This design comes from an exercise in tuning for small area, a short achievable clock period and few clock cycles on the open sky130 flow, not from production work.
Function was checked by simulation only, so behaviour that the tests miss may differ from the original.

**flow/run.sh**
```bash
#!/bin/bash
# synth_recipe.tcl (not shown) runs the flow's synth.tcl, then flattens the netlist and writes it again
# the make line also repeats each setting of config.mk as NAME=value (left out here)
make -C /OpenROAD-flow-scripts/flow DESIGN_CONFIG=/design/flow/config.mk WORK_HOME=/design/flow/orfs CLKGATE_MAP_FILE= SYNTH_SCRIPT=/design/flow/synth_recipe.tcl finish
```
**flow/config.mk**
```make
export PLATFORM = sky130hd
export DESIGN_NAME = nzaa_layer
export DESIGN_NICKNAME = nzaa_layer
export VERILOG_FILES = /design/flow/design.v
export SDC_FILE = /design/flow/constraint.sdc
export NUM_CORES = 4
export LEC_CHECK = 0
export CAP_MARGIN = 20
export CORE_MARGIN = 2
export CORE_UTILIZATION = 40
export PLACE_DENSITY = 0.6
export SLEW_MARGIN = 20
```
**flow/constraint.sdc**
```tcl
create_clock -name core_clock -period 10.0 [get_ports {clk}]
set_input_delay 2.0000 -clock core_clock [delete_from_list [all_inputs] [get_ports {clk}]]
set_output_delay 2.0000 -clock core_clock [all_outputs]
set_load 0.01 [all_outputs]
```
**flow/design.v**
```verilog
module multiple(a, s1, s2, ng, sum, carry);
  input  [14:0] a;
  input  [7:0] s1;
  input  [7:0] s2;
  input  [7:0] ng;
  output [29:0] sum;
  output [29:0] carry;
  wire pp_0_0 = ((s1[0] & a[0]) | (s2[0] & 1'b0)) ^ ng[0];
  wire pp_0_1 = ((s1[0] & a[1]) | (s2[0] & a[0])) ^ ng[0];
  wire pp_0_2 = ((s1[0] & a[2]) | (s2[0] & a[1])) ^ ng[0];
  wire pp_0_3 = ((s1[0] & a[3]) | (s2[0] & a[2])) ^ ng[0];
  wire pp_0_4 = ((s1[0] & a[4]) | (s2[0] & a[3])) ^ ng[0];
  wire pp_0_5 = ((s1[0] & a[5]) | (s2[0] & a[4])) ^ ng[0];
  wire pp_0_6 = ((s1[0] & a[6]) | (s2[0] & a[5])) ^ ng[0];
  wire pp_0_7 = ((s1[0] & a[7]) | (s2[0] & a[6])) ^ ng[0];
  wire pp_0_8 = ((s1[0] & a[8]) | (s2[0] & a[7])) ^ ng[0];
  wire pp_0_9 = ((s1[0] & a[9]) | (s2[0] & a[8])) ^ ng[0];
  wire pp_0_10 = ((s1[0] & a[10]) | (s2[0] & a[9])) ^ ng[0];
  wire pp_0_11 = ((s1[0] & a[11]) | (s2[0] & a[10])) ^ ng[0];
  wire pp_0_12 = ((s1[0] & a[12]) | (s2[0] & a[11])) ^ ng[0];
  wire pp_0_13 = ((s1[0] & a[13]) | (s2[0] & a[12])) ^ ng[0];
  wire pp_0_14 = ((s1[0] & a[14]) | (s2[0] & a[13])) ^ ng[0];
  wire pp_0_15 = ((s1[0] & 1'b0) | (s2[0] & a[14])) ^ ng[0];
  wire pp_1_0 = ((s1[1] & a[0]) | (s2[1] & 1'b0)) ^ ng[1];
  wire pp_1_1 = ((s1[1] & a[1]) | (s2[1] & a[0])) ^ ng[1];
  wire pp_1_2 = ((s1[1] & a[2]) | (s2[1] & a[1])) ^ ng[1];
  wire pp_1_3 = ((s1[1] & a[3]) | (s2[1] & a[2])) ^ ng[1];
  wire pp_1_4 = ((s1[1] & a[4]) | (s2[1] & a[3])) ^ ng[1];
  wire pp_1_5 = ((s1[1] & a[5]) | (s2[1] & a[4])) ^ ng[1];
  wire pp_1_6 = ((s1[1] & a[6]) | (s2[1] & a[5])) ^ ng[1];
  wire pp_1_7 = ((s1[1] & a[7]) | (s2[1] & a[6])) ^ ng[1];
  wire pp_1_8 = ((s1[1] & a[8]) | (s2[1] & a[7])) ^ ng[1];
  wire pp_1_9 = ((s1[1] & a[9]) | (s2[1] & a[8])) ^ ng[1];
  wire pp_1_10 = ((s1[1] & a[10]) | (s2[1] & a[9])) ^ ng[1];
  wire pp_1_11 = ((s1[1] & a[11]) | (s2[1] & a[10])) ^ ng[1];
  wire pp_1_12 = ((s1[1] & a[12]) | (s2[1] & a[11])) ^ ng[1];
  wire pp_1_13 = ((s1[1] & a[13]) | (s2[1] & a[12])) ^ ng[1];
  wire pp_1_14 = ((s1[1] & a[14]) | (s2[1] & a[13])) ^ ng[1];
  wire pp_1_15 = ((s1[1] & 1'b0) | (s2[1] & a[14])) ^ ng[1];
  wire pp_2_0 = ((s1[2] & a[0]) | (s2[2] & 1'b0)) ^ ng[2];
  wire pp_2_1 = ((s1[2] & a[1]) | (s2[2] & a[0])) ^ ng[2];
  wire pp_2_2 = ((s1[2] & a[2]) | (s2[2] & a[1])) ^ ng[2];
  wire pp_2_3 = ((s1[2] & a[3]) | (s2[2] & a[2])) ^ ng[2];
  wire pp_2_4 = ((s1[2] & a[4]) | (s2[2] & a[3])) ^ ng[2];
  wire pp_2_5 = ((s1[2] & a[5]) | (s2[2] & a[4])) ^ ng[2];
  wire pp_2_6 = ((s1[2] & a[6]) | (s2[2] & a[5])) ^ ng[2];
  wire pp_2_7 = ((s1[2] & a[7]) | (s2[2] & a[6])) ^ ng[2];
  wire pp_2_8 = ((s1[2] & a[8]) | (s2[2] & a[7])) ^ ng[2];
  wire pp_2_9 = ((s1[2] & a[9]) | (s2[2] & a[8])) ^ ng[2];
  wire pp_2_10 = ((s1[2] & a[10]) | (s2[2] & a[9])) ^ ng[2];
  wire pp_2_11 = ((s1[2] & a[11]) | (s2[2] & a[10])) ^ ng[2];
  wire pp_2_12 = ((s1[2] & a[12]) | (s2[2] & a[11])) ^ ng[2];
  wire pp_2_13 = ((s1[2] & a[13]) | (s2[2] & a[12])) ^ ng[2];
  wire pp_2_14 = ((s1[2] & a[14]) | (s2[2] & a[13])) ^ ng[2];
  wire pp_2_15 = ((s1[2] & 1'b0) | (s2[2] & a[14])) ^ ng[2];
  wire pp_3_0 = ((s1[3] & a[0]) | (s2[3] & 1'b0)) ^ ng[3];
  wire pp_3_1 = ((s1[3] & a[1]) | (s2[3] & a[0])) ^ ng[3];
  wire pp_3_2 = ((s1[3] & a[2]) | (s2[3] & a[1])) ^ ng[3];
  wire pp_3_3 = ((s1[3] & a[3]) | (s2[3] & a[2])) ^ ng[3];
  wire pp_3_4 = ((s1[3] & a[4]) | (s2[3] & a[3])) ^ ng[3];
  wire pp_3_5 = ((s1[3] & a[5]) | (s2[3] & a[4])) ^ ng[3];
  wire pp_3_6 = ((s1[3] & a[6]) | (s2[3] & a[5])) ^ ng[3];
  wire pp_3_7 = ((s1[3] & a[7]) | (s2[3] & a[6])) ^ ng[3];
  wire pp_3_8 = ((s1[3] & a[8]) | (s2[3] & a[7])) ^ ng[3];
  wire pp_3_9 = ((s1[3] & a[9]) | (s2[3] & a[8])) ^ ng[3];
  wire pp_3_10 = ((s1[3] & a[10]) | (s2[3] & a[9])) ^ ng[3];
  wire pp_3_11 = ((s1[3] & a[11]) | (s2[3] & a[10])) ^ ng[3];
  wire pp_3_12 = ((s1[3] & a[12]) | (s2[3] & a[11])) ^ ng[3];
  wire pp_3_13 = ((s1[3] & a[13]) | (s2[3] & a[12])) ^ ng[3];
  wire pp_3_14 = ((s1[3] & a[14]) | (s2[3] & a[13])) ^ ng[3];
  wire pp_3_15 = ((s1[3] & 1'b0) | (s2[3] & a[14])) ^ ng[3];
  wire pp_4_0 = ((s1[4] & a[0]) | (s2[4] & 1'b0)) ^ ng[4];
  wire pp_4_1 = ((s1[4] & a[1]) | (s2[4] & a[0])) ^ ng[4];
  wire pp_4_2 = ((s1[4] & a[2]) | (s2[4] & a[1])) ^ ng[4];
  wire pp_4_3 = ((s1[4] & a[3]) | (s2[4] & a[2])) ^ ng[4];
  wire pp_4_4 = ((s1[4] & a[4]) | (s2[4] & a[3])) ^ ng[4];
  wire pp_4_5 = ((s1[4] & a[5]) | (s2[4] & a[4])) ^ ng[4];
  wire pp_4_6 = ((s1[4] & a[6]) | (s2[4] & a[5])) ^ ng[4];
  wire pp_4_7 = ((s1[4] & a[7]) | (s2[4] & a[6])) ^ ng[4];
  wire pp_4_8 = ((s1[4] & a[8]) | (s2[4] & a[7])) ^ ng[4];
  wire pp_4_9 = ((s1[4] & a[9]) | (s2[4] & a[8])) ^ ng[4];
  wire pp_4_10 = ((s1[4] & a[10]) | (s2[4] & a[9])) ^ ng[4];
  wire pp_4_11 = ((s1[4] & a[11]) | (s2[4] & a[10])) ^ ng[4];
  wire pp_4_12 = ((s1[4] & a[12]) | (s2[4] & a[11])) ^ ng[4];
  wire pp_4_13 = ((s1[4] & a[13]) | (s2[4] & a[12])) ^ ng[4];
  wire pp_4_14 = ((s1[4] & a[14]) | (s2[4] & a[13])) ^ ng[4];
  wire pp_4_15 = ((s1[4] & 1'b0) | (s2[4] & a[14])) ^ ng[4];
  wire pp_5_0 = ((s1[5] & a[0]) | (s2[5] & 1'b0)) ^ ng[5];
  wire pp_5_1 = ((s1[5] & a[1]) | (s2[5] & a[0])) ^ ng[5];
  wire pp_5_2 = ((s1[5] & a[2]) | (s2[5] & a[1])) ^ ng[5];
  wire pp_5_3 = ((s1[5] & a[3]) | (s2[5] & a[2])) ^ ng[5];
  wire pp_5_4 = ((s1[5] & a[4]) | (s2[5] & a[3])) ^ ng[5];
  wire pp_5_5 = ((s1[5] & a[5]) | (s2[5] & a[4])) ^ ng[5];
  wire pp_5_6 = ((s1[5] & a[6]) | (s2[5] & a[5])) ^ ng[5];
  wire pp_5_7 = ((s1[5] & a[7]) | (s2[5] & a[6])) ^ ng[5];
  wire pp_5_8 = ((s1[5] & a[8]) | (s2[5] & a[7])) ^ ng[5];
  wire pp_5_9 = ((s1[5] & a[9]) | (s2[5] & a[8])) ^ ng[5];
  wire pp_5_10 = ((s1[5] & a[10]) | (s2[5] & a[9])) ^ ng[5];
  wire pp_5_11 = ((s1[5] & a[11]) | (s2[5] & a[10])) ^ ng[5];
  wire pp_5_12 = ((s1[5] & a[12]) | (s2[5] & a[11])) ^ ng[5];
  wire pp_5_13 = ((s1[5] & a[13]) | (s2[5] & a[12])) ^ ng[5];
  wire pp_5_14 = ((s1[5] & a[14]) | (s2[5] & a[13])) ^ ng[5];
  wire pp_5_15 = ((s1[5] & 1'b0) | (s2[5] & a[14])) ^ ng[5];
  wire pp_6_0 = ((s1[6] & a[0]) | (s2[6] & 1'b0)) ^ ng[6];
  wire pp_6_1 = ((s1[6] & a[1]) | (s2[6] & a[0])) ^ ng[6];
  wire pp_6_2 = ((s1[6] & a[2]) | (s2[6] & a[1])) ^ ng[6];
  wire pp_6_3 = ((s1[6] & a[3]) | (s2[6] & a[2])) ^ ng[6];
  wire pp_6_4 = ((s1[6] & a[4]) | (s2[6] & a[3])) ^ ng[6];
  wire pp_6_5 = ((s1[6] & a[5]) | (s2[6] & a[4])) ^ ng[6];
  wire pp_6_6 = ((s1[6] & a[6]) | (s2[6] & a[5])) ^ ng[6];
  wire pp_6_7 = ((s1[6] & a[7]) | (s2[6] & a[6])) ^ ng[6];
  wire pp_6_8 = ((s1[6] & a[8]) | (s2[6] & a[7])) ^ ng[6];
  wire pp_6_9 = ((s1[6] & a[9]) | (s2[6] & a[8])) ^ ng[6];
  wire pp_6_10 = ((s1[6] & a[10]) | (s2[6] & a[9])) ^ ng[6];
  wire pp_6_11 = ((s1[6] & a[11]) | (s2[6] & a[10])) ^ ng[6];
  wire pp_6_12 = ((s1[6] & a[12]) | (s2[6] & a[11])) ^ ng[6];
  wire pp_6_13 = ((s1[6] & a[13]) | (s2[6] & a[12])) ^ ng[6];
  wire pp_6_14 = ((s1[6] & a[14]) | (s2[6] & a[13])) ^ ng[6];
  wire pp_6_15 = ((s1[6] & 1'b0) | (s2[6] & a[14])) ^ ng[6];
  wire pp_7_0 = ((s1[7] & a[0]) | (s2[7] & 1'b0)) ^ ng[7];
  wire pp_7_1 = ((s1[7] & a[1]) | (s2[7] & a[0])) ^ ng[7];
  wire pp_7_2 = ((s1[7] & a[2]) | (s2[7] & a[1])) ^ ng[7];
  wire pp_7_3 = ((s1[7] & a[3]) | (s2[7] & a[2])) ^ ng[7];
  wire pp_7_4 = ((s1[7] & a[4]) | (s2[7] & a[3])) ^ ng[7];
  wire pp_7_5 = ((s1[7] & a[5]) | (s2[7] & a[4])) ^ ng[7];
  wire pp_7_6 = ((s1[7] & a[6]) | (s2[7] & a[5])) ^ ng[7];
  wire pp_7_7 = ((s1[7] & a[7]) | (s2[7] & a[6])) ^ ng[7];
  wire pp_7_8 = ((s1[7] & a[8]) | (s2[7] & a[7])) ^ ng[7];
  wire pp_7_9 = ((s1[7] & a[9]) | (s2[7] & a[8])) ^ ng[7];
  wire pp_7_10 = ((s1[7] & a[10]) | (s2[7] & a[9])) ^ ng[7];
  wire pp_7_11 = ((s1[7] & a[11]) | (s2[7] & a[10])) ^ ng[7];
  wire pp_7_12 = ((s1[7] & a[12]) | (s2[7] & a[11])) ^ ng[7];
  wire pp_7_13 = ((s1[7] & a[13]) | (s2[7] & a[12])) ^ ng[7];
  wire pp_7_14 = ((s1[7] & a[14]) | (s2[7] & a[13])) ^ ng[7];
  wire pp_7_15 = ((s1[7] & 1'b0) | (s2[7] & a[14])) ^ ng[7];
  wire hs1 = pp_0_10 ^ pp_1_8;
  wire hc2 = pp_0_10 & pp_1_8;
  wire hs3 = pp_0_11 ^ pp_1_9;
  wire hc4 = pp_0_11 & pp_1_9;
  wire fs5 = pp_0_12 ^ pp_1_10 ^ pp_2_8;
  wire fc6 = (pp_0_12 & pp_1_10) | (pp_0_12 & pp_2_8) | (pp_1_10 & pp_2_8);
  wire hs7 = pp_3_6 ^ pp_4_4;
  wire hc8 = pp_3_6 & pp_4_4;
  wire fs9 = pp_0_13 ^ pp_1_11 ^ pp_2_9;
  wire fc10 = (pp_0_13 & pp_1_11) | (pp_0_13 & pp_2_9) | (pp_1_11 & pp_2_9);
  wire hs11 = pp_3_7 ^ pp_4_5;
  wire hc12 = pp_3_7 & pp_4_5;
  wire fs13 = pp_0_14 ^ pp_1_12 ^ pp_2_10;
  wire fc14 = (pp_0_14 & pp_1_12) | (pp_0_14 & pp_2_10) | (pp_1_12 & pp_2_10);
  wire fs15 = pp_3_8 ^ pp_4_6 ^ pp_5_4;
  wire fc16 = (pp_3_8 & pp_4_6) | (pp_3_8 & pp_5_4) | (pp_4_6 & pp_5_4);
  wire hs17 = pp_6_2 ^ pp_7_0;
  wire hc18 = pp_6_2 & pp_7_0;
  wire fs19 = pp_0_15 ^ pp_1_13 ^ pp_2_11;
  wire fc20 = (pp_0_15 & pp_1_13) | (pp_0_15 & pp_2_11) | (pp_1_13 & pp_2_11);
  wire fs21 = pp_3_9 ^ pp_4_7 ^ pp_5_5;
  wire fc22 = (pp_3_9 & pp_4_7) | (pp_3_9 & pp_5_5) | (pp_4_7 & pp_5_5);
  wire hs23 = pp_6_3 ^ pp_7_1;
  wire hc24 = pp_6_3 & pp_7_1;
  wire fs25 = ~ng[0] ^ pp_1_14 ^ pp_2_12;
  wire fc26 = (~ng[0] & pp_1_14) | (~ng[0] & pp_2_12) | (pp_1_14 & pp_2_12);
  wire fs27 = pp_3_10 ^ pp_4_8 ^ pp_5_6;
  wire fc28 = (pp_3_10 & pp_4_8) | (pp_3_10 & pp_5_6) | (pp_4_8 & pp_5_6);
  wire fs29 = pp_6_4 ^ pp_7_2 ^ 1'b1;
  wire fc30 = (pp_6_4 & pp_7_2) | (pp_6_4 & 1'b1) | (pp_7_2 & 1'b1);
  wire fs31 = pp_1_15 ^ pp_2_13 ^ pp_3_11;
  wire fc32 = (pp_1_15 & pp_2_13) | (pp_1_15 & pp_3_11) | (pp_2_13 & pp_3_11);
  wire fs33 = pp_4_9 ^ pp_5_7 ^ pp_6_5;
  wire fc34 = (pp_4_9 & pp_5_7) | (pp_4_9 & pp_6_5) | (pp_5_7 & pp_6_5);
  wire hs35 = pp_7_3 ^ 1'b1;
  wire hc36 = pp_7_3 & 1'b1;
  wire fs37 = ~ng[1] ^ pp_2_14 ^ pp_3_12;
  wire fc38 = (~ng[1] & pp_2_14) | (~ng[1] & pp_3_12) | (pp_2_14 & pp_3_12);
  wire fs39 = pp_4_10 ^ pp_5_8 ^ pp_6_6;
  wire fc40 = (pp_4_10 & pp_5_8) | (pp_4_10 & pp_6_6) | (pp_5_8 & pp_6_6);
  wire fs41 = pp_2_15 ^ pp_3_13 ^ pp_4_11;
  wire fc42 = (pp_2_15 & pp_3_13) | (pp_2_15 & pp_4_11) | (pp_3_13 & pp_4_11);
  wire hs43 = pp_5_9 ^ pp_6_7;
  wire hc44 = pp_5_9 & pp_6_7;
  wire fs45 = ~ng[2] ^ pp_3_14 ^ pp_4_12;
  wire fc46 = (~ng[2] & pp_3_14) | (~ng[2] & pp_4_12) | (pp_3_14 & pp_4_12);
  wire hs47 = pp_3_15 ^ pp_4_13;
  wire hc48 = pp_3_15 & pp_4_13;
  wire hs49 = pp_0_6 ^ pp_1_4;
  wire hc50 = pp_0_6 & pp_1_4;
  wire hs51 = pp_0_7 ^ pp_1_5;
  wire hc52 = pp_0_7 & pp_1_5;
  wire fs53 = pp_0_8 ^ pp_1_6 ^ pp_2_4;
  wire fc54 = (pp_0_8 & pp_1_6) | (pp_0_8 & pp_2_4) | (pp_1_6 & pp_2_4);
  wire hs55 = pp_3_2 ^ pp_4_0;
  wire hc56 = pp_3_2 & pp_4_0;
  wire fs57 = pp_0_9 ^ pp_1_7 ^ pp_2_5;
  wire fc58 = (pp_0_9 & pp_1_7) | (pp_0_9 & pp_2_5) | (pp_1_7 & pp_2_5);
  wire hs59 = pp_3_3 ^ pp_4_1;
  wire hc60 = pp_3_3 & pp_4_1;
  wire fs61 = hs1 ^ pp_2_6 ^ pp_3_4;
  wire fc62 = (hs1 & pp_2_6) | (hs1 & pp_3_4) | (pp_2_6 & pp_3_4);
  wire fs63 = pp_4_2 ^ pp_5_0 ^ ng[5];
  wire fc64 = (pp_4_2 & pp_5_0) | (pp_4_2 & ng[5]) | (pp_5_0 & ng[5]);
  wire fs65 = hc2 ^ hs3 ^ pp_2_7;
  wire fc66 = (hc2 & hs3) | (hc2 & pp_2_7) | (hs3 & pp_2_7);
  wire fs67 = pp_3_5 ^ pp_4_3 ^ pp_5_1;
  wire fc68 = (pp_3_5 & pp_4_3) | (pp_3_5 & pp_5_1) | (pp_4_3 & pp_5_1);
  wire fs69 = hc4 ^ fs5 ^ hs7;
  wire fc70 = (hc4 & fs5) | (hc4 & hs7) | (fs5 & hs7);
  wire fs71 = pp_5_2 ^ pp_6_0 ^ ng[6];
  wire fc72 = (pp_5_2 & pp_6_0) | (pp_5_2 & ng[6]) | (pp_6_0 & ng[6]);
  wire fs73 = fc6 ^ hc8 ^ fs9;
  wire fc74 = (fc6 & hc8) | (fc6 & fs9) | (hc8 & fs9);
  wire fs75 = hs11 ^ pp_5_3 ^ pp_6_1;
  wire fc76 = (hs11 & pp_5_3) | (hs11 & pp_6_1) | (pp_5_3 & pp_6_1);
  wire fs77 = fc10 ^ hc12 ^ fs13;
  wire fc78 = (fc10 & hc12) | (fc10 & fs13) | (hc12 & fs13);
  wire fs79 = fs15 ^ hs17 ^ ng[7];
  wire fc80 = (fs15 & hs17) | (fs15 & ng[7]) | (hs17 & ng[7]);
  wire fs81 = fc14 ^ fc16 ^ hc18;
  wire fc82 = (fc14 & fc16) | (fc14 & hc18) | (fc16 & hc18);
  wire fs83 = fs19 ^ fs21 ^ hs23;
  wire fc84 = (fs19 & fs21) | (fs19 & hs23) | (fs21 & hs23);
  wire fs85 = fc20 ^ fc22 ^ hc24;
  wire fc86 = (fc20 & fc22) | (fc20 & hc24) | (fc22 & hc24);
  wire fs87 = fs25 ^ fs27 ^ fs29;
  wire fc88 = (fs25 & fs27) | (fs25 & fs29) | (fs27 & fs29);
  wire fs89 = fc26 ^ fc28 ^ fc30;
  wire fc90 = (fc26 & fc28) | (fc26 & fc30) | (fc28 & fc30);
  wire fs91 = fs31 ^ fs33 ^ hs35;
  wire fc92 = (fs31 & fs33) | (fs31 & hs35) | (fs33 & hs35);
  wire fs93 = fc32 ^ fc34 ^ hc36;
  wire fc94 = (fc32 & fc34) | (fc32 & hc36) | (fc34 & hc36);
  wire fs95 = fs37 ^ fs39 ^ pp_7_4;
  wire fc96 = (fs37 & fs39) | (fs37 & pp_7_4) | (fs39 & pp_7_4);
  wire fs97 = fc38 ^ fc40 ^ fs41;
  wire fc98 = (fc38 & fc40) | (fc38 & fs41) | (fc40 & fs41);
  wire fs99 = hs43 ^ pp_7_5 ^ 1'b1;
  wire fc100 = (hs43 & pp_7_5) | (hs43 & 1'b1) | (pp_7_5 & 1'b1);
  wire fs101 = fc42 ^ hc44 ^ fs45;
  wire fc102 = (fc42 & hc44) | (fc42 & fs45) | (hc44 & fs45);
  wire fs103 = pp_5_10 ^ pp_6_8 ^ pp_7_6;
  wire fc104 = (pp_5_10 & pp_6_8) | (pp_5_10 & pp_7_6) | (pp_6_8 & pp_7_6);
  wire fs105 = fc46 ^ hs47 ^ pp_5_11;
  wire fc106 = (fc46 & hs47) | (fc46 & pp_5_11) | (hs47 & pp_5_11);
  wire fs107 = pp_6_9 ^ pp_7_7 ^ 1'b1;
  wire fc108 = (pp_6_9 & pp_7_7) | (pp_6_9 & 1'b1) | (pp_7_7 & 1'b1);
  wire fs109 = hc48 ^ ~ng[3] ^ pp_4_14;
  wire fc110 = (hc48 & ~ng[3]) | (hc48 & pp_4_14) | (~ng[3] & pp_4_14);
  wire fs111 = pp_5_12 ^ pp_6_10 ^ pp_7_8;
  wire fc112 = (pp_5_12 & pp_6_10) | (pp_5_12 & pp_7_8) | (pp_6_10 & pp_7_8);
  wire fs113 = pp_4_15 ^ pp_5_13 ^ pp_6_11;
  wire fc114 = (pp_4_15 & pp_5_13) | (pp_4_15 & pp_6_11) | (pp_5_13 & pp_6_11);
  wire hs115 = pp_7_9 ^ 1'b1;
  wire hc116 = pp_7_9 & 1'b1;
  wire fs117 = ~ng[4] ^ pp_5_14 ^ pp_6_12;
  wire fc118 = (~ng[4] & pp_5_14) | (~ng[4] & pp_6_12) | (pp_5_14 & pp_6_12);
  wire hs119 = pp_5_15 ^ pp_6_13;
  wire hc120 = pp_5_15 & pp_6_13;
  wire hs121 = pp_0_4 ^ pp_1_2;
  wire hc122 = pp_0_4 & pp_1_2;
  wire hs123 = pp_0_5 ^ pp_1_3;
  wire hc124 = pp_0_5 & pp_1_3;
  wire fs125 = hs49 ^ pp_2_2 ^ pp_3_0;
  wire fc126 = (hs49 & pp_2_2) | (hs49 & pp_3_0) | (pp_2_2 & pp_3_0);
  wire fs127 = hc50 ^ hs51 ^ pp_2_3;
  wire fc128 = (hc50 & hs51) | (hc50 & pp_2_3) | (hs51 & pp_2_3);
  wire fs129 = hc52 ^ fs53 ^ hs55;
  wire fc130 = (hc52 & fs53) | (hc52 & hs55) | (fs53 & hs55);
  wire fs131 = fc54 ^ hc56 ^ fs57;
  wire fc132 = (fc54 & hc56) | (fc54 & fs57) | (hc56 & fs57);
  wire fs133 = fc58 ^ hc60 ^ fs61;
  wire fc134 = (fc58 & hc60) | (fc58 & fs61) | (hc60 & fs61);
  wire fs135 = fc62 ^ fc64 ^ fs65;
  wire fc136 = (fc62 & fc64) | (fc62 & fs65) | (fc64 & fs65);
  wire fs137 = fc66 ^ fc68 ^ fs69;
  wire fc138 = (fc66 & fc68) | (fc66 & fs69) | (fc68 & fs69);
  wire fs139 = fc70 ^ fc72 ^ fs73;
  wire fc140 = (fc70 & fc72) | (fc70 & fs73) | (fc72 & fs73);
  wire fs141 = fc74 ^ fc76 ^ fs77;
  wire fc142 = (fc74 & fc76) | (fc74 & fs77) | (fc76 & fs77);
  wire fs143 = fc78 ^ fc80 ^ fs81;
  wire fc144 = (fc78 & fc80) | (fc78 & fs81) | (fc80 & fs81);
  wire fs145 = fc82 ^ fc84 ^ fs85;
  wire fc146 = (fc82 & fc84) | (fc82 & fs85) | (fc84 & fs85);
  wire fs147 = fc86 ^ fc88 ^ fs89;
  wire fc148 = (fc86 & fc88) | (fc86 & fs89) | (fc88 & fs89);
  wire fs149 = fc90 ^ fc92 ^ fs93;
  wire fc150 = (fc90 & fc92) | (fc90 & fs93) | (fc92 & fs93);
  wire fs151 = fc94 ^ fc96 ^ fs97;
  wire fc152 = (fc94 & fc96) | (fc94 & fs97) | (fc96 & fs97);
  wire fs153 = fc98 ^ fc100 ^ fs101;
  wire fc154 = (fc98 & fc100) | (fc98 & fs101) | (fc100 & fs101);
  wire fs155 = fc102 ^ fc104 ^ fs105;
  wire fc156 = (fc102 & fc104) | (fc102 & fs105) | (fc104 & fs105);
  wire fs157 = fc106 ^ fc108 ^ fs109;
  wire fc158 = (fc106 & fc108) | (fc106 & fs109) | (fc108 & fs109);
  wire fs159 = fc110 ^ fc112 ^ fs113;
  wire fc160 = (fc110 & fc112) | (fc110 & fs113) | (fc112 & fs113);
  wire fs161 = fc114 ^ hc116 ^ fs117;
  wire fc162 = (fc114 & hc116) | (fc114 & fs117) | (hc116 & fs117);
  wire fs163 = fc118 ^ hs119 ^ pp_7_11;
  wire fc164 = (fc118 & hs119) | (fc118 & pp_7_11) | (hs119 & pp_7_11);
  wire fs165 = hc120 ^ ~ng[5] ^ pp_6_14;
  wire fc166 = (hc120 & ~ng[5]) | (hc120 & pp_6_14) | (~ng[5] & pp_6_14);
  wire hs167 = pp_6_15 ^ pp_7_13;
  wire hc168 = pp_6_15 & pp_7_13;
  wire hs169 = pp_0_2 ^ pp_1_0;
  wire hc170 = pp_0_2 & pp_1_0;
  wire hs171 = pp_0_3 ^ pp_1_1;
  wire hc172 = pp_0_3 & pp_1_1;
  wire fs173 = hs121 ^ pp_2_0 ^ ng[2];
  wire fc174 = (hs121 & pp_2_0) | (hs121 & ng[2]) | (pp_2_0 & ng[2]);
  wire fs175 = hc122 ^ hs123 ^ pp_2_1;
  wire fc176 = (hc122 & hs123) | (hc122 & pp_2_1) | (hs123 & pp_2_1);
  wire fs177 = hc124 ^ fs125 ^ ng[3];
  wire fc178 = (hc124 & fs125) | (hc124 & ng[3]) | (fs125 & ng[3]);
  wire fs179 = fc126 ^ fs127 ^ pp_3_1;
  wire fc180 = (fc126 & fs127) | (fc126 & pp_3_1) | (fs127 & pp_3_1);
  wire fs181 = fc128 ^ fs129 ^ ng[4];
  wire fc182 = (fc128 & fs129) | (fc128 & ng[4]) | (fs129 & ng[4]);
  wire fs183 = fc130 ^ fs131 ^ hs59;
  wire fc184 = (fc130 & fs131) | (fc130 & hs59) | (fs131 & hs59);
  wire fs185 = fc132 ^ fs133 ^ fs63;
  wire fc186 = (fc132 & fs133) | (fc132 & fs63) | (fs133 & fs63);
  wire fs187 = fc134 ^ fs135 ^ fs67;
  wire fc188 = (fc134 & fs135) | (fc134 & fs67) | (fs135 & fs67);
  wire fs189 = fc136 ^ fs137 ^ fs71;
  wire fc190 = (fc136 & fs137) | (fc136 & fs71) | (fs137 & fs71);
  wire fs191 = fc138 ^ fs139 ^ fs75;
  wire fc192 = (fc138 & fs139) | (fc138 & fs75) | (fs139 & fs75);
  wire fs193 = fc140 ^ fs141 ^ fs79;
  wire fc194 = (fc140 & fs141) | (fc140 & fs79) | (fs141 & fs79);
  wire fs195 = fc142 ^ fs143 ^ fs83;
  wire fc196 = (fc142 & fs143) | (fc142 & fs83) | (fs143 & fs83);
  wire fs197 = fc144 ^ fs145 ^ fs87;
  wire fc198 = (fc144 & fs145) | (fc144 & fs87) | (fs145 & fs87);
  wire fs199 = fc146 ^ fs147 ^ fs91;
  wire fc200 = (fc146 & fs147) | (fc146 & fs91) | (fs147 & fs91);
  wire fs201 = fc148 ^ fs149 ^ fs95;
  wire fc202 = (fc148 & fs149) | (fc148 & fs95) | (fs149 & fs95);
  wire fs203 = fc150 ^ fs151 ^ fs99;
  wire fc204 = (fc150 & fs151) | (fc150 & fs99) | (fs151 & fs99);
  wire fs205 = fc152 ^ fs153 ^ fs103;
  wire fc206 = (fc152 & fs153) | (fc152 & fs103) | (fs153 & fs103);
  wire fs207 = fc154 ^ fs155 ^ fs107;
  wire fc208 = (fc154 & fs155) | (fc154 & fs107) | (fs155 & fs107);
  wire fs209 = fc156 ^ fs157 ^ fs111;
  wire fc210 = (fc156 & fs157) | (fc156 & fs111) | (fs157 & fs111);
  wire fs211 = fc158 ^ fs159 ^ hs115;
  wire fc212 = (fc158 & fs159) | (fc158 & hs115) | (fs159 & hs115);
  wire fs213 = fc160 ^ fs161 ^ pp_7_10;
  wire fc214 = (fc160 & fs161) | (fc160 & pp_7_10) | (fs161 & pp_7_10);
  wire fs215 = fc162 ^ fs163 ^ 1'b1;
  wire fc216 = (fc162 & fs163) | (fc162 & 1'b1) | (fs163 & 1'b1);
  wire fs217 = fc164 ^ fs165 ^ pp_7_12;
  wire fc218 = (fc164 & fs165) | (fc164 & pp_7_12) | (fs165 & pp_7_12);
  wire fs219 = fc166 ^ hs167 ^ 1'b1;
  wire fc220 = (fc166 & hs167) | (fc166 & 1'b1) | (hs167 & 1'b1);
  wire fs221 = hc168 ^ ~ng[6] ^ pp_7_14;
  wire fc222 = (hc168 & ~ng[6]) | (hc168 & pp_7_14) | (~ng[6] & pp_7_14);
  wire hs223 = pp_7_15 ^ 1'b1;
  wire hc224 = pp_7_15 & 1'b1;
  assign sum[0] = pp_0_0;
  assign carry[0] = ng[0];
  assign sum[1] = pp_0_1;
  assign carry[1] = 1'b0;
  assign sum[2] = hs169;
  assign carry[2] = ng[1];
  assign sum[3] = hc170;
  assign carry[3] = hs171;
  assign sum[4] = hc172;
  assign carry[4] = fs173;
  assign sum[5] = fc174;
  assign carry[5] = fs175;
  assign sum[6] = fc176;
  assign carry[6] = fs177;
  assign sum[7] = fc178;
  assign carry[7] = fs179;
  assign sum[8] = fc180;
  assign carry[8] = fs181;
  assign sum[9] = fc182;
  assign carry[9] = fs183;
  assign sum[10] = fc184;
  assign carry[10] = fs185;
  assign sum[11] = fc186;
  assign carry[11] = fs187;
  assign sum[12] = fc188;
  assign carry[12] = fs189;
  assign sum[13] = fc190;
  assign carry[13] = fs191;
  assign sum[14] = fc192;
  assign carry[14] = fs193;
  assign sum[15] = fc194;
  assign carry[15] = fs195;
  assign sum[16] = fc196;
  assign carry[16] = fs197;
  assign sum[17] = fc198;
  assign carry[17] = fs199;
  assign sum[18] = fc200;
  assign carry[18] = fs201;
  assign sum[19] = fc202;
  assign carry[19] = fs203;
  assign sum[20] = fc204;
  assign carry[20] = fs205;
  assign sum[21] = fc206;
  assign carry[21] = fs207;
  assign sum[22] = fc208;
  assign carry[22] = fs209;
  assign sum[23] = fc210;
  assign carry[23] = fs211;
  assign sum[24] = fc212;
  assign carry[24] = fs213;
  assign sum[25] = fc214;
  assign carry[25] = fs215;
  assign sum[26] = fc216;
  assign carry[26] = fs217;
  assign sum[27] = fc218;
  assign carry[27] = fs219;
  assign sum[28] = fc220;
  assign carry[28] = fs221;
  assign sum[29] = fc222;
  assign carry[29] = hs223;
endmodule
module adder(acc, hit, sign, mag, sum);
  input  [31:0] acc;
  input         hit;
  input         sign;
  input  [29:0] mag;
  output [31:0] sum;
  wire s = hit & sign;
  wire [31:0] b = hit ? {s, s, mag ^ {30{s}}} : 32'd0;
  wire [32:0] t = {acc, 1'b1} + {b, s};
  assign sum = t[32:1];
endmodule
module process_unit(acc, act, y);
  input  [31:0] acc;
  input         act;
  output [15:0] y;
  wire neg = acc[31];
  wire [14:0] dec = acc[23:9] - {14'd0, (acc[8:0] == 9'd0)};
  wire [14:0] mag = neg ? ~dec : acc[23:9];
  assign y = (act && neg) ? 16'h0000 : {neg, mag};
endmodule
module nzaa_layer(
  clk,
  rst_n,
  ld_en,
  ld_sel,
  ld_addr,
  ld_data,
  start,
  n_in,
  a_in,
  bias,
  need_act,
  done,
  y
);
  input clk;
  input rst_n;
  input ld_en;
  input[1:0] ld_sel;      
  input[4:0] ld_addr;
  input[15:0] ld_data;
  input start;
  input[4:0] n_in;        
  input[255:0] a_in;      
  input[15:0] bias;
  input need_act;
  output reg done;
  output[255:0] y;        
  reg[15:0] v_ram [0:31];
  reg[3:0]  zp_ram [0:31];    
  reg[5:0]  p_ram [0:16];
  always @(posedge clk)
  begin
    if (ld_en && ld_sel == 2'd0)
      v_ram[ld_addr] <= ld_data;
    if (ld_en && ld_sel == 2'd1)
      zp_ram[ld_addr] <= ld_data[3:0] + 4'd1;
    if (ld_en && ld_sel == 2'd2 && ld_addr <= 5'd16)
      p_ram[ld_addr] <= ld_data[5:0];
  end
  integer i, l, m;
  reg[3:0] ecol [0:31];
  reg[31:0] ecs;
  reg[127:0] ec;          
  reg[3:0] c1;
  reg[15:0] lo;
  reg run;
  integer e, ei, e2;
  always @(*)
    for (e = 0; e < 32; e = e + 1)
      begin
        run = 1'b1;
        lo = 16'd0;
        for (ei = 1; ei < 16; ei = ei + 1)
          begin
            run = run && (p_ram[ei] <= e);
            lo[ei] = run;
          end
        c1[3] = lo[8];
        c1[2] = (lo[4] & ~lo[8]) | lo[12];
        c1[1] = (lo[2] & ~lo[4]) | (lo[6] & ~lo[8]) | (lo[10] & ~lo[12]) | lo[14];
        c1[0] = (lo[1] & ~lo[2]) | (lo[3] & ~lo[4]) | (lo[5] & ~lo[6]) | (lo[7] & ~lo[8]) |
                (lo[9] & ~lo[10]) | (lo[11] & ~lo[12]) | (lo[13] & ~lo[14]) | lo[15];
        ec[4*e +: 4] = c1;
      end
  always @(posedge clk)
    for (e2 = 0; e2 < 32; e2 = e2 + 1)
      begin
        ecol[e2] <= ec[4*e2 +: 4];
        ecs[e2] <= (p_ram[0] == e2) || (e2 > 0 && ec[4*e2 +: 4] != ec[4*((e2 + 31) % 32) +: 4]);
      end
  reg busy;               
  reg pre;                
  reg fetching;
  reg[255:0] a_reg;
  reg act;
  reg[15:0] breg;
  reg[5:0] pe;            
  reg[2:0] g;             
  reg[7:0] gsel;          
  reg[3:0] r_last;        
  reg hold;               
  reg plast;
  wire accept = start && !busy;
  wire[4:0] n_cl = (n_in > 5'd16) ? 5'd16 : n_in;
  wire[5:0] p0 = p_ram[0];
  reg[3:0]  lv, cs;
  reg[15:0] zp, rr;
  reg[63:0] al_all, vl_all;
  reg[3:0]  c;
  reg[4:0]  kx;
  reg[5:0]  feq_n;
  reg[95:0] bs_all;       
  reg[15:0] vb;
  reg[3:0]  z01, z12, z23, z012, z123, z0123;
  always @(*)
  begin
    for (l = 0; l < 4; l = l + 1)
      begin
        kx = {g, l[1:0]};
        lv[l] = ({1'b0, kx} >= p0) && ({1'b0, kx} < pe);
        cs[l] = 1'b0;
        zp[4*l +: 4] = 4'd0;
        c = 4'd0;
        vl_all[16*l +: 16] = 16'd0;
        for (i = 0; i < 8; i = i + 1)
          if (gsel[i])
            begin
              cs[l] = cs[l] | ecs[4*i + l];
              zp[4*l +: 4] = zp[4*l +: 4] | zp_ram[4*i + l];
              c = c | ecol[4*i + l];
              vl_all[16*l +: 16] = vl_all[16*l +: 16] | v_ram[4*i + l];
            end
        al_all[16*l +: 16] = a_reg[16*c +: 16];
        vb = {vl_all[16*l +: 15], 1'b0};
        for (i = 0; i < 8; i = i + 1)
          begin
            bs_all[24*l + i]      = vb[2*i + 1] ^ vb[2*i];
            bs_all[24*l + 8 + i]  = (i == 7) ? (vb[15] & vb[14]) :
                                    (vb[2*i + 2] & ~vb[2*i + 1] & ~vb[2*i]) | (~vb[2*i + 2] & vb[2*i + 1] & vb[2*i]);
            bs_all[24*l + 16 + i] = (i == 7) ? 1'b0 : vb[2*i + 2];
          end
      end
    z01 = zp[3:0] + zp[7:4];
    z12 = zp[7:4] + zp[11:8];
    z23 = zp[11:8] + zp[15:12];
    z012 = z01 + zp[11:8];
    z123 = z12 + zp[15:12];
    z0123 = z01 + z23;
    rr[3:0]   = cs[0] ? zp[3:0] : r_last + zp[3:0];
    rr[7:4]   = cs[1] ? zp[7:4] : cs[0] ? z01 : r_last + z01;
    rr[11:8]  = cs[2] ? zp[11:8] : cs[1] ? z12 : cs[0] ? z012 : r_last + z012;
    rr[15:12] = cs[3] ? zp[15:12] : cs[2] ? z23 : cs[1] ? z123 : cs[0] ? z0123 : r_last + z0123;
    feq_n[0] = (rr[3:0] == rr[7:4]);
    feq_n[1] = (rr[3:0] == rr[11:8]);
    feq_n[2] = (rr[7:4] == rr[11:8]);
    feq_n[3] = (rr[3:0] == rr[15:12]);
    feq_n[4] = (rr[7:4] == rr[15:12]);
    feq_n[5] = (rr[11:8] == rr[15:12]);
  end
  wire[5:0] nk = {g + 3'd1, 2'd0} + (g == 3'd7 ? 6'd32 : 6'd0);
  wire last_grp = (nk >= pe);
  reg[3:0] pm;            
  reg flast;              
  reg[59:0] fa;
  reg[95:0] fb;
  reg[3:0] fs;
  reg[15:0] frr;
  reg[5:0] feq;           
  reg[3:0] iss;
  reg blk;
  always @(*)
  begin
    iss[0] = pm[0];
    blk = pm[1] & pm[0] & feq[0];
    iss[1] = pm[1] & ~blk;
    blk = blk | (pm[2] & ((pm[0] & feq[1]) | (pm[1] & feq[2])));
    iss[2] = pm[2] & ~blk;
    blk = blk | (pm[3] & ((pm[0] & feq[3]) | (pm[1] & feq[4]) | (pm[2] & feq[5])));
    iss[3] = pm[3] & ~blk;
    hold = (pm & ~iss) != 4'd0;
  end
  wire fadv = fetching && !accept;    
  always @(posedge clk or negedge rst_n)
  begin
    if (!rst_n)
      begin
        busy <= 1'b0;
        pre <= 1'b0;
        fetching <= 1'b0;
        done <= 1'b0;
        g <= 3'd0;
        gsel <= 8'd0;
        r_last <= 4'd0;
        act <= 1'b0;
        pm <= 4'd0;
        flast <= 1'b0;
      end
    else
      begin
        pre <= accept;
        if (accept)
          begin
            busy <= 1'b1;
            done <= 1'b0;
            fetching <= 1'b1;
            act <= need_act;
            g <= p_ram[0][5] ? 3'd7 : p_ram[0][4:2];
            gsel <= p_ram[0][5] ? 8'h80 : (8'd1 << p_ram[0][4:2]);
          end
        else if (plast)
          begin
            busy <= 1'b0;
            done <= 1'b1;
          end
        if (hold)
          pm <= pm & ~iss;
        else
          begin
            pm <= fadv ? lv : 4'd0;
            flast <= fadv && last_grp;
            if (fadv)
              begin
                g <= g + 3'd1;
                gsel <= {gsel[6:0], gsel[7]};
                r_last <= rr[15:12];
                if (last_grp)
                  fetching <= 1'b0;
              end
          end
      end
  end
  always @(posedge clk)
  begin
    if (!busy)
      begin
        a_reg <= a_in;
        breg <= bias;
        pe <= p_ram[n_cl];
      end
    if (!hold)
      begin
        for (l = 0; l < 4; l = l + 1)
          begin
            fa[15*l +: 15] <= al_all[16*l +: 15];
            fs[l] <= al_all[16*l + 15] ^ vl_all[16*l + 15];
          end
        fb <= bs_all;
        frr <= rr;
        feq <= feq_n;
      end
  end
  wire[29:0] ms0, mc0, ms1, mc1, ms2, mc2, ms3, mc3;
  multiple mul0(.a(fa[14:0]),  .s1(fb[7:0]),   .s2(fb[15:8]),  .ng(fb[23:16]), .sum(ms0), .carry(mc0));
  multiple mul1(.a(fa[29:15]), .s1(fb[31:24]), .s2(fb[39:32]), .ng(fb[47:40]), .sum(ms1), .carry(mc1));
  multiple mul2(.a(fa[44:30]), .s1(fb[55:48]), .s2(fb[63:56]), .ng(fb[71:64]), .sum(ms2), .carry(mc2));
  multiple mul3(.a(fa[59:45]), .s1(fb[79:72]), .s2(fb[87:80]), .ng(fb[95:88]), .sum(ms3), .carry(mc3));
  reg[3:0] mvld;
  reg mlast;
  reg[119:0] msum, mcar;
  reg[3:0] msg;
  reg[15:0] mrow;
  always @(posedge clk or negedge rst_n)
  begin
    if (!rst_n)
      begin
        mvld <= 4'd0;
        mlast <= 1'b0;
      end
    else
      begin
        mvld <= iss;
        mlast <= flast && !hold;
      end
  end
  always @(posedge clk)
  begin
    msum <= {ms3, ms2, ms1, ms0};
    mcar <= {mc3, mc2, mc1, mc0};
    msg <= fs;
    mrow <= frr;
  end
  reg[3:0] pvld;
  reg[119:0] pp;
  reg[3:0] ps;
  reg[63:0] phit;         
  always @(posedge clk or negedge rst_n)
  begin
    if (!rst_n)
      begin
        plast <= 1'b0;
        phit <= 64'd0;
      end
    else
      begin
        plast <= mlast;
        for (l = 0; l < 4; l = l + 1)
          for (i = 0; i < 16; i = i + 1)
            phit[16*l + i] <= mvld[l] && (mrow[4*l +: 4] == ((i + 1) % 16));
      end
  end
  always @(posedge clk)
  begin
    for (l = 0; l < 4; l = l + 1)
      pp[30*l +: 30] <= msum[30*l +: 30] + mcar[30*l +: 30];
    ps <= msg;
  end
  wire[31:0] bmag = {8'd0, breg[14:0], 9'd0};
  wire[31:0] btc = breg[15] ? (~bmag + 32'd1) : bmag;
  reg[31:0] acc [0:15];
  genvar j;
  generate
    for (j = 0; j < 16; j = j + 1)
      begin : rows
        wire[3:0] h = {phit[48 + j], phit[32 + j], phit[16 + j], phit[j]};
        wire hit = |h;
        wire sg = |(h & ps);
        wire[29:0] mg = ({30{h[0]}} & pp[29:0]) | ({30{h[1]}} & pp[59:30]) |
                        ({30{h[2]}} & pp[89:60]) | ({30{h[3]}} & pp[119:90]);
        wire[31:0] sum;
        adder add(.acc(acc[j]), .hit(hit), .sign(sg), .mag(mg), .sum(sum));
        always @(posedge clk)
          acc[j] <= pre ? btc : sum;
        process_unit outc(.acc(acc[j]), .act(act), .y(y[16*j +: 16]));
      end
  endgenerate
endmodule
```
==> results of run 1 <==
## metrics by stage
stage	cell area [µm²]	utilization, %	cells	hold WS [ns]
finish	180000	45.1	22600	0.297
global route	180000	45.1	22600	0.313
CTS	180000	45.1	22600	0.307
detailed placement	170000	42.7	22100	0.317
global placement	170000	42.7	22100	0.313
floorplan	160000	-	17200	0.310
## metal layers
metal | vias to the layer above | share of wire (%)
met5 | - | 0.076
met4 | 35 | 6.9
met3 | 2110 | 11
met2 | 8688 | 43
met1 | 69900 | 39
li1 | 63700 | -
## logic make-up after synthesis
family | count (synthesis)
compound gates | 5797
simple gates | 3987
flops | 2345
buf+inv | 2151
xor+xnor | 1680
fa+ha+maj | 1140
mux | 132
## final timing paths
path                       startpoint         end  slack, ns  depth (start not counted)
hold reg to reg                 fs[0]      msg[0]       0.30                          0
setup reg to reg              phit[6]  acc[6][26]       4.14                         14
setup / recovery           acc[15][7]      y[254]       2.86                         15
min in group asynchronous       rst_n         act       1.08                          1
max in group asynchronous       rst_n    phit[27]       7.60                          2
hold / removal                  fs[0]      msg[0]       0.30                          0
## cell usage in the layout, fill, tap and decap left out, types with 342 or more instances in the layout
cell / netlist / final
a21oi_1: 1015 / 1013
ha_1: 790 / 790
xor2_1: 371 / 369
dfxtp_1: 1052 / 1042
inv_1: 749 / 747
xnor2_1: 1308 / 1307
a211oi_1: 434 / 432
clkdlybuf4s50_1: 0 / 548
nor2_1: 792 / 782
o21ai_0: 870 / 867
nand2_1: 1391 / 1373
buf_4: 0 / 384
a221oi_1: 564 / 564
edfxtp_1: 1198 / 1198
a22oi_1: 879 / 879
fa_1: 342 / 342
a22o_1: 499 / 499
## layout make-up
cell class | count | area, µm² | area share, %
diodes | 28 | 70.1 | 0.0389
clock buffers | 371 | 7910 | 4.40
clock inverters | 150 | 1670 | 0.930
inverters | 764 | 2880 | 1.60
multi-input cells | 12700 | 92800 | 51.6
flip-flops and latches | 2345 | 59500 | 33.0
well taps | 5265 | 6590 | 3.66
repair buffers | 950 | 8530 | 4.74
## worst reg2reg max path: cells and delay by family, from the launching register on
kind	cells	cell delay, ns
AND/OR/NAND/NOR	2	1.07
AO/OA/AOI/OAI	9	2.99
buffers and inverters	1	0.08
XOR/XNOR	1	0.18
flip-flops	1	1.02
adder cells (fa/ha/maj)	1	0.38
==> run summary, run 1 <==
* CTS max path bufs at 4
* Pins Over Slew Limit at 0
* Final Setup Violations at 0
* Primary FF master, synth: edfxtp_1
* Post-CTS setup buffers at 0
* CP bufs+invs at 2
* Crit path launch type: flip-flop
* Antenna viol nets, final at 0
* Worst EP arrival at 5.14 ns
* Max Cap Viol at 0
* Worst Tran Pin Value at 1.28 ns
* Remaining DRCs at 0
* Largest net degree at the start of global routing at 189
* Global-route wire length before repair at 964000 µm
* Mapped Cells at 17200
* P&R area growth vs syn at 12.4%
* Routed WL per cell at 30.1 µm
* CP most frequent cell: or3_1
* Post-synth design cell area at 160000 µm²
* Yosys warning total at 5
* Final Cycle Share at 71.4%
* GRT Residual Overflow at 0
* Yosys top cell by area: edfxtp_1
* Final Routed Wirelength at 681000 µm
* Yosys reg bits at 2345
* DIE AREA at 406000 µm²
* Post-synth ARST share at 4.05%
* Critical path's slowest cell: clkdlybuf4s50_1
* Unrepaired setup endpoints after global routing: no
* Met2 usage at 48.4%
* Initial antenna violation count at 34
* Synth top area cells: edfxtp_1, dfxtp_1, xnor2_1
* Hold_buf cts at 0
* Worst Hold Class: flip-flop to flip-flop
* NumNets Final at 18500
* Post-synthesis adder-cell area fraction at 10.5%
* Layout cell share with drive strength beyond 1 at 6.41%
* CP top delay family: simple AND/OR/NAND/NOR gates
* Min cycle time layout at 7.14 ns
* Row cnt at 232
* Critical Path, Cell by Cell: nor4_1 -> nand2_1 -> nor4_1 -> ha_1 -> ha_1 -> inv_1 -> or3_1 -> or3_1 -> or3_1 -> or3_1 -> or3_1 -> o41ai_1 -> nand2_1 -> o21ai_0 -> clkdlybuf4s50_1
* Fillers at 38300
* Mean Syn Cell Area at 9.29 µm²
* CTS tree: built
* Most common cell in the netlist: nand2_1
* Grt met3 use at 9.13%
* Outcome: no timing/DRC/antenna violations
* Dpl hpwl at 472000 µm
* Vias at 144000
* # port buffers at 561
* Main combinational cell family by area after synthesis: compound AO/OA/AOI/OAI gates
* Clock Pin Slew Worst Setup and Hold Paths at 0.06 ns
* Crit path capture type: primary output
* Height of the die at 637 µm
* Vias in the first global route at 134000
* Sequential area share after synthesis at 37.1%
* Global Route met1 Usage at 41.3%
* Initial drt markers at 19900
* Maximum clock frequency at 140 MHz
* Max incr delay on CP at 0.56 ns
* Die width at 637 µm
* # resized after CTS at 0
* Setup Slack @ Placement at 3.82 ns
* Mux cell area share after synthesis at 0.962%
* Core area at 399000 µm²
* Final Hold Viols at 0
* Ports at 562
* Root Driver: clkbuf_16
* Area fraction in compound gates after synthesis at 25.2%
* Clk latency of the worst-skew pair at 0.98 ns
* Layout Skew at 0.115 ns
* Post-synth top area share at 22.5%
* Unique cell type count in the Yosys netlist at 93
* Most Crowded Layer GR: met2
* CP Max Fanout at 4
* Rel. slew slack at 14.3%
* Post-synthesis simple-gate area fraction at 12.0%
* CTS H-Tree Depth at 5
* CTS buffer count at 284
* CTS sink count at 2345
* TNS Setup at 0 ns
* EDFF count, synth at 1198
* Top post-synthesis cells by count: nand2_1, xnor2_1, clkbuf_1
* GRT Overall Usage at 32.2%
* Final GP Congestion at 1.03
* Final WS setup at 2.86 ns
* Req. time, crit path at 8.00 ns
* CP Class: flip-flop to primary output
* Post-Syn Nets at 18700
* Initial core utilization at 40.2%
* Detailed Routing Iterations Pass 1 at 14
* XOR/XNOR share of the synthesized area at 9.20%
* Via density at 6.39
Testbench counts, summed over its fixed seeds: cycles 2,562.
==> run 2, diff against run 1 <==
--- a/flow/design.v
+++ b/flow/design.v
@@ -430,12 +430,38 @@
   assign sum = t[32:1];
 endmodule
-module process_unit(acc, act, y);
+module process_unit(acc, lo, grp, nz, act, y);
   input  [31:0] acc;
+  input         lo;
+  input  [2:0]  grp;
+  input         nz;
   input         act;
   output [15:0] y;
   wire neg = acc[31];
-  wire [14:0] dec = acc[23:9] - {14'd0, (acc[8:0] == 9'd0)};
-  wire [14:0] mag = neg ? ~dec : acc[23:9];
-  assign y = (act && neg) ? 16'h0000 : {neg, mag};
+  wire zero = act & (neg | nz);
+  wire [3:0] below = {lo | grp[0] | grp[1] | grp[2], lo | grp[0] | grp[1], lo | grp[0], lo};
+  wire [14:0] mag;
+  genvar k, i;
+  generate
+    for (k = 0; k < 4; k = k + 1)
+      begin : g
+        for (i = 0; i < 4; i = i + 1)
+          begin : b
+            if (4*k + i < 15)
+              begin : o
+                wire part;
+                if (i == 0)
+                  begin : p0
+                    assign part = 1'b0;
+                  end
+                else
+                  begin : pn
+                    assign part = |acc[9 + 4*k +: i];
+                  end
+                assign mag[4*k + i] = acc[9 + 4*k + i] ^ (neg & (below[k] | part));
+              end
+          end
+      end
+  endgenerate
+  assign y = zero ? 16'h0000 : {neg | nz, mag};
 endmodule
 module nzaa_layer(
@@ -522,7 +548,12 @@
   reg hold;               
   reg plast;
+  reg pw;                 
   wire accept = start && !busy;
   wire[4:0] n_cl = (n_in > 5'd16) ? 5'd16 : n_in;
   wire[5:0] p0 = p_ram[0];
+  wire[2:0] g0 = p0[5] ? 3'd7 : p0[4:2];
+  wire[255:0] a_src = busy ? a_reg : a_in;
+  wire[5:0] pe_src = busy ? pe : p_ram[n_cl];
+  wire fadv = busy ? fetching : (start && !pw);    
   reg[3:0]  lv, cs;
   reg[15:0] zp, rr;
@@ -539,5 +570,5 @@
       begin
         kx = {g, l[1:0]};
-        lv[l] = ({1'b0, kx} >= p0) && ({1'b0, kx} < pe);
+        lv[l] = ({1'b0, kx} >= p0) && ({1'b0, kx} < pe_src);
         cs[l] = 1'b0;
         zp[4*l +: 4] = 4'd0;
@@ -552,5 +583,5 @@
               vl_all[16*l +: 16] = vl_all[16*l +: 16] | v_ram[4*i + l];
             end
-        al_all[16*l +: 16] = a_reg[16*c +: 16];
+        al_all[16*l +: 16] = a_src[16*c +: 16];
         vb = {vl_all[16*l +: 15], 1'b0};
         for (i = 0; i < 8; i = i + 1)
@@ -580,5 +611,5 @@
   end
   wire[5:0] nk = {g + 3'd1, 2'd0} + (g == 3'd7 ? 6'd32 : 6'd0);
-  wire last_grp = (nk >= pe);
+  wire last_grp = (g == 3'd7) || (busy && nk >= pe);
   reg[3:0] pm;            
   reg flast;              
@@ -601,5 +632,4 @@
     hold = (pm & ~iss) != 4'd0;
   end
-  wire fadv = fetching && !accept;    
   always @(posedge clk or negedge rst_n)
   begin
@@ -616,16 +646,15 @@
         pm <= 4'd0;
         flast <= 1'b0;
+        pw <= 1'b1;             
       end
     else
       begin
         pre <= accept;
+        pw <= ld_en && ld_sel == 2'd2 && ld_addr <= 5'd16;
         if (accept)
           begin
             busy <= 1'b1;
             done <= 1'b0;
-            fetching <= 1'b1;
             act <= need_act;
-            g <= p_ram[0][5] ? 3'd7 : p_ram[0][4:2];
-            gsel <= p_ram[0][5] ? 8'h80 : (8'd1 << p_ram[0][4:2]);
           end
         else if (plast)
@@ -641,11 +670,17 @@
             flast <= fadv && last_grp;
             if (fadv)
-              begin
-                g <= g + 3'd1;
-                gsel <= {gsel[6:0], gsel[7]};
-                r_last <= rr[15:12];
-                if (last_grp)
-                  fetching <= 1'b0;
-              end
+              r_last <= rr[15:12];
+          end
+        if (fadv && !hold)
+          begin
+            g <= last_grp ? g0 : g + 3'd1;
+            gsel <= last_grp ? (8'd1 << g0) : {gsel[6:0], gsel[7]};
+            fetching <= !last_grp;
+          end
+        else if (!busy)
+          begin
+            g <= g0;
+            gsel <= 8'd1 << g0;
+            fetching <= accept;
           end
       end
@@ -676,30 +711,4 @@
   multiple mul2(.a(fa[44:30]), .s1(fb[55:48]), .s2(fb[63:56]), .ng(fb[71:64]), .sum(ms2), .carry(mc2));
   multiple mul3(.a(fa[59:45]), .s1(fb[79:72]), .s2(fb[87:80]), .ng(fb[95:88]), .sum(ms3), .carry(mc3));
-  reg[3:0] mvld;
-  reg mlast;
-  reg[119:0] msum, mcar;
-  reg[3:0] msg;
-  reg[15:0] mrow;
-  always @(posedge clk or negedge rst_n)
-  begin
-    if (!rst_n)
-      begin
-        mvld <= 4'd0;
-        mlast <= 1'b0;
-      end
-    else
-      begin
-        mvld <= iss;
-        mlast <= flast && !hold;
-      end
-  end
-  always @(posedge clk)
-  begin
-    msum <= {ms3, ms2, ms1, ms0};
-    mcar <= {mc3, mc2, mc1, mc0};
-    msg <= fs;
-    mrow <= frr;
-  end
-  reg[3:0] pvld;
   reg[119:0] pp;
   reg[3:0] ps;
@@ -714,19 +723,21 @@
     else
       begin
-        plast <= mlast;
+        plast <= flast && !hold;
         for (l = 0; l < 4; l = l + 1)
           for (i = 0; i < 16; i = i + 1)
-            phit[16*l + i] <= mvld[l] && (mrow[4*l +: 4] == ((i + 1) % 16));
+            phit[16*l + i] <= iss[l] && (frr[4*l +: 4] == ((i + 1) % 16));
       end
   end
   always @(posedge clk)
   begin
-    for (l = 0; l < 4; l = l + 1)
-      pp[30*l +: 30] <= msum[30*l +: 30] + mcar[30*l +: 30];
-    ps <= msg;
+    pp <= {ms3 + mc3, ms2 + mc2, ms1 + mc1, ms0 + mc0};
+    ps <= fs;
   end
   wire[31:0] bmag = {8'd0, breg[14:0], 9'd0};
   wire[31:0] btc = breg[15] ? (~bmag + 32'd1) : bmag;
   reg[31:0] acc [0:15];
+  reg[15:0] nz;
+  reg[15:0] lo9;          
+  reg[47:0] grp;          
   genvar j;
   generate
@@ -741,6 +752,11 @@
         adder add(.acc(acc[j]), .hit(hit), .sign(sg), .mag(mg), .sum(sum));
         always @(posedge clk)
-          acc[j] <= pre ? btc : sum;
-        process_unit outc(.acc(acc[j]), .act(act), .y(y[16*j +: 16]));
+          begin
+            acc[j] <= pre ? btc : sum;
+            nz[j] <= pre ? (breg == 16'h8000) : (nz[j] & ~hit);
+            lo9[j] <= pre ? 1'b0 : |sum[8:0];
+            grp[3*j +: 3] <= pre ? {|btc[20:17], |btc[16:13], |btc[12:9]} : {|sum[20:17], |sum[16:13], |sum[12:9]};
+          end
+        process_unit outc(.acc(acc[j]), .lo(lo9[j]), .grp(grp[3*j +: 3]), .nz(nz[j]), .act(act), .y(y[16*j +: 16]));
       end
   endgenerate
==> run summary, run 2 <==
* Outcome: no timing/DRC/antenna violations
* R2R Setup Slk at 3.62 ns (-0.52 ns)
* GRT Residual Overflow at 0 (unchanged)
* CTS H-Tree Depth at 4 (-1)
* Dpl hpwl at 475000 µm (+0.82%)
* Top post-synthesis cells by count: xnor2_1, nand2_1, nor2_1
* Largest net degree at the start of global routing at 150 (-21%)
* Yosys reg bits at 2165 (-7.7%)
* Pins Over Slew Limit at 0 (unchanged)
* Ports at 562 (unchanged)
* Sequential area share after synthesis at 33.9% (-3.2 points)
* Min cycle time layout at 6.38 ns (-0.763 ns)
* Routed WL per cell at 29.4 µm (-2.5%)
* Unrepaired setup endpoints after global routing: no
* Final WS setup at 3.62 ns (+0.763 ns)
* Req. time, crit path at 10.81 ns (+2.81 ns)
* Post-CTS setup buffers at 0 (unchanged)
* Post-route cell area at 176000 µm² (-2.4%)
* CP Max Fanout at 34 (+30)
* Root Driver: clkbuf_16
* Worst Tran Pin Value at 1.31 ns (+0.0323 ns)
* Remaining DRCs at 0 (unchanged)
* Final Hold Viols at 0 (unchanged)
* Reg2reg end: acc[6][29]
* # port buffers at 561 (unchanged)
* Height of the die at 630 µm (-1.1%)
* Post-layout util at 45.1% (-0.070 points)
* Unique cell type count in the Yosys netlist at 111 (+19%)
* Layout cell share with drive strength beyond 1 at 7.22% (+0.81 points)
* CTS max path bufs at 4 (unchanged)
* Mapped Cells at 17500 (+1.8%)
* Post-synth top area share at 17.9% (-4.5 points)
* Clk latency of the worst-skew pair at 1.04 ns (+0.06 ns)
* Final Routed Wirelength at 669000 µm (-1.8%)
* WHS Endpoint: ps[1]
* Core area at 390000 µm² (-2.3%)
* Most frequent cells in the layout: xnor2_1, nand2_1, nor2_1, dfxtp_1, a21oi_1
* Yosys top cell by area: edfxtp_1
* EDFF count, synth at 936 (-22%)
* Post-synth design cell area at 157000 µm² (-2.1%)
* Hold_buf cts at 0 (unchanged)
* Vias in the first global route at 132000 (-1.1%)
* Max Cap Viol at 0 (unchanged)
* CTS buffer count at 242 (-15%)
* Detailed Routing Iterations Pass 1 at 13 (-1)
* Clock Pin Slew Worst Setup and Hold Paths at 0.06 ns (about the same)
* Maximum clock frequency at 157 MHz (+12%)
* Mean Syn Cell Area at 8.94 µm² (-3.9%)
* NumNets Final at 18800 (+1.3%)
* # resized after CTS at 0 (unchanged)
* Initial drt markers at 18700 (-6.1%)
* Initial core utilization at 40.2% (+0.070 points)
* Fillers at 37900 (-1.1%)
* Reg2reg start: phit[54]
* Crit path launch type: flip-flop
* DIE AREA at 397000 µm² (-2.1%)
* Setup Slack @ Placement at 3.15 ns (-0.672 ns)
* Vias at 144000 (-0.60%)
* Layout Skew at 0.0881 ns (-0.0269 ns)
* Hold Worst Slack at 0.342 ns (+0.0444 ns)
* Synth top area cells: edfxtp_1, dfxtp_1, xnor2_1
* Via density at 6.30 (-1.4%)
* TNS Setup at 0 ns (unchanged)
* Primary FF master, synth: dfxtp_1
* Row cnt at 229 (-1.3%)
* Reg2reg path depth at 15 (+1)
* Rel. slew slack at 12.4% (-2.0 points)
* Yosys warning total at 5 (unchanged)
* Area of placed instances at 167000 µm² (-2.0%)
* Global-route wire length before repair at 950000 µm (-1.4%)
* P&R area growth vs syn at 12.0%
* Worst Hold Class: flip-flop to flip-flop
* Antenna viol nets, final at 0 (unchanged)
* Hold Path Origin: fs[1]
* Die width at 630 µm (-1.1%)
* Initial antenna violation count at 62 (+82%)
* GRT Overall Usage at 32.3% (+0.13 points)
* CP Class: flip-flop to flip-flop
* Commonest non-fill, non-tap cell in the layout: xnor2_1
* Final Cycle Share at 63.8% (-7.6 points)
* CTS tree: built
* Post-Syn Nets at 18900 (+1.5%)
* Most common cell in the netlist: xnor2_1
* Final GP Congestion at 1.09 (+6.2%)
* Hold depth at 0 (unchanged)
* Post-synth ARST share at 4.20% (+0.15 points)
* Crit path capture type: flip-flop
* CTS sink count at 2165 (-7.7%)
* Final Setup Violations at 0 (unchanged)
* Worst EP arrival at 7.19 ns (+2.05 ns)
[run 2: changes by cell type in the layout (fill, tap and decap cells not counted), moves of 141 or more]
| cell | delta |
|---|---|
| nor2_1 | +467 |
| and2_1 | -197 |
| xor2_1 | +144 |
| edfxtp_1 | -262 |
| mux2_2 | +141 |
| a211oi_1 | -357 |
| o211ai_1 | +425 |
[run 2: area by class of cell]
| type | count | area [µm²] | area share [%] |
|---|---|---|---|
| Tap cell | 5197 | 6500 | 3.70 |
| Multi-Input combinational cell | 13200 | 95500 | 54.4 |
| Clock buffer | 304 | 6640 | 3.78 |
| Sequential cell | 2165 | 53300 | 30.3 |
| Inverter | 789 | 2970 | 1.69 |
| Antenna cell | 33 | 82.6 | 0.0470 |
| Timing Repair Buffer | 969 | 8710 | 4.96 |
| Clock inverter | 148 | 1900 | 1.08 |
[run 2: cell families after synthesis]
family / after synthesis / share of synthesized area [%]
multiplexers: 342 / 2.39
AO/OA/AOI/OAI: 5764 / 25.4
XOR/XNOR: 1906 / 10.6
AND/OR/NAND/NOR: 4062 / 11.9
adder cells (fa/ha/maj): 1104 / 10.4
buffers and inverters: 2200 / 5.29
flip-flops: 2165 / 33.9
[run 2: worst max-delay path by stage]
stage | startpoint | cells past startpoint | endpoint
after detailed placement | n_in[0] | 13 | pm[2]
after global placement | n_in[0] | 13 | pm[2]
after CTS | fb[67] | 20 | pp[88]
after floorplan | pm[1] | 9 | gsel[0]
final | phit[54] | 15 | acc[6][29]
after global routing | phit[22] | 15 | acc[6][29]
[run 2: stage by stage]
step | instances
finish | 22800
detailed placement | 22300
global placement | 22300
floorplan | 17500
global route | 22800
CTS | 22800
[run 2: critical path, stage by stage (launching register included)]
cell       delay [ns]
dfrtp_1          1.12
a22oi_1          0.28
nand2_2          0.85
xnor2_1          0.25
fa_1             0.49
a21oi_1          0.20
o21ai_0          0.16
a2111oi_0        0.79
o41ai_1          0.22
a211oi_1         0.47
o31ai_1          0.19
o41ai_1          0.65
o21bai_1         0.11
a21oi_1          0.19
xor2_1           0.15
o21ai_0          0.08
[run 2: per-layer routing]
layer | vias to the layer above | routed length [µm] | GRT usage [%] | share of wire [%]
met3 | 2002 | 75000 | 9.36 | 11
met1 | 69100 | 268000 | 41.9 | 40
met4 | 34 | 47600 | 19.5 | 7.1
met5 | - | 338 | 0.254 | 0.051
met2 | 8636 | 279000 | 47.4 | 42
li1 | 63800 | - | - | -
Testbench counts of run 2, summed over its fixed seeds: cycles 2,210.

-- what the ideal ports hide --
In the flow no input, the clock included, has a driving cell. The finished layouts below were timed again as built, in two steps.
Step 1: set_driving_cell puts a clkbuf_16 on clk and a buf_2 on each other input, an assumption about the parent block.
Step 2, shift: input delay + t, output delay - t, t = (earliest + latest rising clock arrival at the registers) / 2. This alone moves slack from input paths to output paths.
Slacks: no drivers / after step 1 / after step 2; pairs: no drivers / after step 1.
| run | shift t [ns] | slack for setup (ns) | hold slack, ns | worst setup path after step 2 |
|---|---|---|---|---|
| run 1 | 1.038 | 2.862 / 2.743 / 3.781 | 0.297 / 0.297 / 0.297 | register to output |
| run 2 | 1.103 | 3.625 / 3.625 / 2.988 | 0.342 / 0.342 / 0.342 | input to register |
After both steps setup and hold are still met in every run listed. For run 2, which loses most, drivers alone change the setup slack by 0.000 ns; drivers and shift together by -0.637 ns.
